What follows belongs to an exercise in optimizing a design on an open flow for small area; a production flow would make more cautious choices. Function was checked by simulation only, so behaviour that the tests miss may differ from the original. Power and IR drop assume default switching activity.

run A:
==> flow/design.v (excerpt) <==
module cpe_cpu (
   input  wire        clk_w_i,
   input  wire        res_w_i_h,
   input  wire [31:0] instr_w_i,
   input  wire [31:0] mem_data_w_i,
   output wire [31:0] mem_data_in_w_o,
   output wire [31:0] mem_addr_in_w_o,
   output wire [31:0] instr_w_o,
   output wire        mem_wr_w_o_h,
   output wire        mem_rd_w_o_h,
   output wire [1:0]  mem_wr_byte_sel_w_o,
   output wire [2:0]  mem_rd_byte_sel_w_o
   );
clock: 20.0 ns
lec_check: 0
cap_margin: 20
core_margin: 2
core_utilization: 30
place_density: 0.45
slew_margin: 20
synth_hierarchical: 1
synth_minimum_keep_size: 0
standard.sh (not shown) runs the stock make flow with config.mk's settings and CLKGATE_MAP_FILE= SYNTH_SCRIPT=/design/flow/synth_recipe.tcl, a recipe that flattens the netlist after the stock synthesis.
==> flow/flow/run.sh <==
#!/bin/bash
# Layout flow: the standard flow (standard.sh: standard synthesis, then
# ORFS floorplan to finish) with two placement/CTS options changed:
#  - port buffers use the smallest buffer cell (every port still gets one);
#  - clock tree synthesis inserts no dummy balancing loads.
# ORFS writes each step's full tool output under orfs/logs/; the make output
# goes to flow_make.log.
set -euo pipefail
export BUFFER_PORTS_ARGS="-buffer_cell sky130_fd_sc_hd__buf_1"
export CTS_ARGS="-sink_clustering_enable -repair_clock_nets -dont_use_dummy_load"
bash standard.sh finish > flow_make.log 2>&1
No stage failed in run A, and the final checks on the layout all came back clean.
#### Input delta (run B over run A)
Settings: swapping 30 for 60 in CORE_UTILIZATION; swapping 20 for 5 in CAP_MARGIN; swapping 20 for 5 in SLEW_MARGIN; swapping 0.45 for 0.7 in PLACE_DENSITY.
==> flow/flow/run.sh <==
#!/bin/bash
# Layout flow: the standard flow (standard.sh: standard synthesis, then
# ORFS floorplan to finish) with these options changed:
#  - port buffers use the smallest buffer cell (every port still gets one);
#  - clock tree synthesis inserts no dummy balancing loads and clusters up
#    to 30 flip-flops per leaf buffer.
# ORFS writes each step's full tool output under orfs/logs/; the make output
# goes to flow_make.log.
set -euo pipefail
export BUFFER_PORTS_ARGS="-buffer_cell sky130_fd_sc_hd__buf_1"
export CTS_ARGS="-sink_clustering_enable -repair_clock_nets -dont_use_dummy_load -sink_clustering_size 30 -sink_clustering_max_diameter 80"
bash standard.sh finish > flow_make.log 2>&1
Results
Run B finished all stages; the layout is clean. Going from run A to run B, clock buffer and inverter area fraction after layout shrank by 3.1 points; final estimated routing congestion in global placement grew by 10%; final area shrank by 3300 µm²; register share of the cell area grew by 2.5 points. Footprint of the multi-input gates delta for run B relative to run A: 230 µm² lower. Sort run B and run A by combinational power share desc -> top: run B. Measured against run B, the total power of run A comes out at 1.2 times the reference value.
## Diff of input files: run C against run B
Settings: CORE_UTILIZATION changed from 60 to 30; SLEW_MARGIN changed from 5 to 20; PLACE_DENSITY changed from 0.7 to 0.45; CAP_MARGIN changed from 5 to 20.
==> flow/flow/run.sh <==
#!/bin/bash
# Layout flow: the standard flow (standard.sh: standard synthesis, then
# ORFS floorplan to finish) with these options changed:
#  - port buffers use the smallest buffer cell (every port still gets one);
#  - clock tree synthesis inserts no dummy balancing loads and clusters up
#    to 24 flip-flops per leaf buffer;
#  - after global routing, gates off the critical paths are downsized.
# ORFS writes each step's full tool output under orfs/logs/; the make output
# goes to flow_make.log.
set -euo pipefail
export BUFFER_PORTS_ARGS="-buffer_cell sky130_fd_sc_hd__buf_1"
export CTS_ARGS="-sink_clustering_enable -repair_clock_nets -dont_use_dummy_load -sink_clustering_size 24 -sink_clustering_max_diameter 60"
export RECOVER_POWER=100
bash standard.sh finish > flow_make.log 2>&1
==> comparison <==
- On worst setup timing slack at the placement stage, the lower figure sits with run C, not run B.
- Between run B and run C, the flow reports design area increasing by a few percent.
- Between run B and run C, the clock-pin slew of the registers on the worst-case setup and hold paths is higher for run B.
- As far as synthesized area divided by synthesized cell count goes, run B and run C are indistinguishable; the numbers are identical.
- Across both runs, proportion of power drawn by combinational gates was lower for run C than for run B.
- Taking run B as the reference point, the clock power of run C rises by 58%.
- In the reports for run B and run C, the larger total wire length belongs to run C.
- Run B and run C: one clean run, run B; the rest did not finish clean.
- Comparing run B and run C, the higher setup slack after layout was measured on run B.
Modified inputs, run D compared to run C
==> flow/run.sh (new file) <==
#!/bin/bash
# synth_recipe.tcl (not shown) runs the flow's synth.tcl, then flattens the netlist and writes it again
# the make line also repeats each setting of config.mk as NAME=value (left out here)
make -C /OpenROAD-flow-scripts/flow DESIGN_CONFIG=/design/flow/config.mk WORK_HOME=/design/flow/orfs CLKGATE_MAP_FILE= SYNTH_SCRIPT=/design/flow/synth_recipe.tcl finish
removed: flow/flow/run.sh
removed: flow/standard.sh
### Flow results
Area growth from synthesis to layout: run D > run C
In terms of distinct cell type count after synthesis, run D and run C differ only marginally.
The higher worst hold slack of run D and run C is in run D.
Comparing via-per-instance ratio for run D and run C, the bigger number came from run C.
Summary of run D over run C: final cycle utilization of the critical path -1.6 points; via count went up by 0.40%; final setup skew decreased by 0.038 ns relative to the old numbers; count of clock-buffer cells in the layout increased 75%.
Run D ended with every stage complete and zero timing, DRC or antenna violations.

-- what the ideal ports hide --
In the flow no input, the clock included, has a driving cell. The finished layouts below were timed again as built, in two steps. Step 1 sets driving cells, clkbuf_16 on the clock port and buf_2 on the other inputs (assumed; they add their load-dependent delay and slew). Step 2, shift: input delay + t, output delay - t, t = (earliest + latest rising clock arrival at the registers) / 2. This alone moves slack from input paths to output paths. Three values: ideal, step 1, step 2; two values: the first two.
run | t, ns | setup slack, ns | worst setup path after step 2
run A | 0.809 | 2.303 / 2.357 / 1.548 | input to register
run B | 0.690 | 2.243 / 2.292 / 1.602 | input to register
run C | 0.786 | 1.538 / 1.592 / 0.806 | input to register
run D | 0.827 | 1.858 / 1.906 / 1.080 | input to register
For run D, which loses most, drivers alone change the setup slack by +0.048 ns; drivers and shift together by -0.778 ns.
